From an optimization exercise on the open Yosys and OpenROAD flow, aimed at small area; shortcuts taken in it are not production practice. At most, simulation tests tie the RTL to the original design; equivalence was not proved. Power figures rest on the tool's default switching activity, not on a simulated workload.

Design rgb2ycbcr, start of the top module:
module rgb2ycbcr
(
    input clk,
    input rst_n,
    input [7:0] R,
    input [7:0] G,
    input [7:0] B,
    output [7:0] Y,
    output [7:0] Cb,
    output [7:0] Cr
);
reg [7:0] R_ff, G_ff, B_ff;
reg [7:0] Y1_ff;
reg [8:0] D_ff, E_ff;
reg [23:0] s2, s3;
reg [2:0] ph;
wire y1;
an2 u_y1 (.a(G_ff[0]), .b(B_ff[0]), .y(y1));
wire y2, y3;
fa u_y2 (.a(R_ff[0]), .b(G_ff[1]), .c(B_ff[1]), .y(y2), .z(y3));
wire y4;
an2 u_y4 (.a(y1), .b(y2), .y(y4));
wire y5, y6;
fa u_y5 (.a(R_ff[1]), .b(G_ff[2]), .c(B_ff[2]), .y(y5), .z(y6));
wire y7;
mj3 u_y7 (.a(y3), .b(y5), .c(y4), .y(y7));
wire y8, y9;
fa u_y8 (.a(R_ff[2]), .b(G_ff[3]), .c(B_ff[0]), .y(y8), .z(y9));
wire y10, y11;
fa u_y10 (.a(B_ff[3]), .b(y6), .c(y8), .y(y10), .z(y11));
wire y12;
an2 u_y12 (.a(y7), .b(y10), .y(y12));
wire y13, y14;
fa u_y13 (.a(R_ff[3]), .b(G_ff[4]), .c(B_ff[0]), .y(y13), .z(y14));
wire y15, y16;
  ...
Size: about 100 flip-flops, ~50 I/O pins, ~4600 sq um of cells after synthesis.
export LEC_CHECK = 0
export CAP_MARGIN = 20
export CORE_MARGIN = 2
export CORE_UTILIZATION = 60
export CTS_BUF_LIST = sky130_fd_sc_hd__clkbuf_8
export GPL_TIMING_DRIVEN = 0
export PLACE_DENSITY = 0.7
export SLEW_MARGIN = 20
export SYNTH_HIERARCHICAL = 1
create_clock -name core_clock -period 5.0 [get_ports {clk}]
standard.sh (not shown) runs the stock make flow with config.mk's settings and CLKGATE_MAP_FILE= SYNTH_SCRIPT=/design/flow/synth_recipe.tcl, a recipe that flattens the netlist after the stock synthesis.
==> flow/flow/run.sh <==
#!/bin/bash
# Layout: the standard ORFS flow (standard.sh, unchanged synthesis and
# steps), except that the input and output port buffers use the smallest
# buffer cell, sky130_fd_sc_hd__buf_1, and clock tree synthesis inserts no
# dummy loads. The make output goes to orfs_make.log; each ORFS step keeps its
# own log under orfs/logs/.
set -euo pipefail
bash standard.sh "BUFFER_PORTS_ARGS=-buffer_cell sky130_fd_sc_hd__buf_1" \
  "CTS_ARGS=-sink_clustering_enable -repair_clock_nets -buf_list sky130_fd_sc_hd__clkbuf_8 -dont_use_dummy_load" \
  finish > orfs_make.log 2>&1
The starting point went through all stages and came out clean.
Next try:
--- a/flow/design.v
+++ b/flow/design.v
@@ -116,13 +116,13 @@
 fa u_y87 (.a(y85), .b(y82), .c(y84), .y(y87), .z(y88));
 wire y89, y90;
 fa u_y89 (.a(G_ff[7]), .b(y86), .c(y88), .y(y89), .z(y90));
 wire d91;
 xn2 u_d91 (.a(B_ff[0]), .b(G_ff[0]), .y(d91));
 wire d92;
-nr2 u_d92 (.a(~B_ff[0]), .b(G_ff[0]), .y(d92));
+a2b u_d92 (.a(B_ff[0]), .b(G_ff[0]), .y(d92));
 wire d93, d94;
 fa u_d93 (.a(B_ff[1]), .b(~G_ff[1]), .c(d92), .y(d93), .z(d94));
 wire d95, d96;
 fa u_d95 (.a(B_ff[2]), .b(~G_ff[2]), .c(d94), .y(d95), .z(d96));
 wire d97, d98;
 fa u_d97 (.a(B_ff[3]), .b(~G_ff[3]), .c(d96), .y(d97), .z(d98));
@@ -134,13 +134,13 @@
 fa u_d103 (.a(B_ff[6]), .b(~G_ff[6]), .c(d102), .y(d103), .z(d104));
 wire d105, d106;
 fa u_d105 (.a(B_ff[7]), .b(~G_ff[7]), .c(d104), .y(d105), .z(d106));
 wire e107;
 xn2 u_e107 (.a(R_ff[0]), .b(G_ff[0]), .y(e107));
 wire e108;
-nr2 u_e108 (.a(~R_ff[0]), .b(G_ff[0]), .y(e108));
+a2b u_e108 (.a(R_ff[0]), .b(G_ff[0]), .y(e108));
 wire e109, e110;
 fa u_e109 (.a(R_ff[1]), .b(~G_ff[1]), .c(e108), .y(e109), .z(e110));
 wire e111, e112;
 fa u_e111 (.a(R_ff[2]), .b(~G_ff[2]), .c(e110), .y(e111), .z(e112));
 wire e113, e114;
 fa u_e113 (.a(R_ff[3]), .b(~G_ff[3]), .c(e112), .y(e113), .z(e114));
@@ -368,12 +368,15 @@
 nr2 u_Cr3 (.a(off), .b(s3[3]), .y(Cr[3]));
 nr2 u_Cr4 (.a(off), .b(s3[4]), .y(Cr[4]));
 nr2 u_Cr5 (.a(off), .b(s3[5]), .y(Cr[5]));
 nr2 u_Cr6 (.a(off), .b(s3[6]), .y(Cr[6]));
 ao1 u_Cr7 (.a(on), .b(s3[7]), .c(blk), .y(Cr[7]));
 endmodule
+module a2b (input a, input b, output y);
+assign y = a & ~b;
+endmodule
 module an2 (input a, input b, output y);
 assign y = a & b;
 endmodule
 module ao1 (input a, input b, input c, output y);
 assign y = (a & b) | c;
 endmodule
After rerunning:
- sequential power is about the same
- maximum frequency goes up slightly
- via count fell by a few percent
- core utilization barely changes
- first-iteration DRC count drops by well over a third
- routed wire length drops by a few percent
- synthesized area hardly moves
- clock-buffer cell count does not change
- setup slack gets better by 55 ps
- design area barely changes
- global-route usage is lower by 0.28 points
- worst hold slack gains 5.0 ps
The RTL of the second run of this note was laid out without a check of its function.

## separate check: timing with driven ports
The flow's constraints put no driver on any port. The routed layouts listed below were extracted and timed again, unchanged, in two steps.
Step 1 (the two cells are an assumption about what drives the block):
set clk [get_ports {clk}]
set_driving_cell -lib_cell sky130_fd_sc_hd__clkbuf_16 $clk
set_driving_cell -lib_cell sky130_fd_sc_hd__buf_2 [delete_from_list [all_inputs] $clk]
Step 2 adds t to the input delays and takes it off the output delays; t is the mean of the earliest and latest rising clock arrival at the registers after step 1. Input paths then give back, and output paths get back, about the clock's delay inside the block.
Three values: no drivers, after step 1, after step 2; two values: the first two.
| run | t (ns) | setup WS [ns] | worst setup path at the end | pins driven straight from the clock port |
|---|---|---|---|---|
| the first run | 0.390 | 0.085 / 0.085 / 0.085 | register to register | 1 |
| the second run | 0.379 | 0.140 / 0.140 / 0.140 | register to register | 1 |
After both steps setup and hold are still met in every run listed.
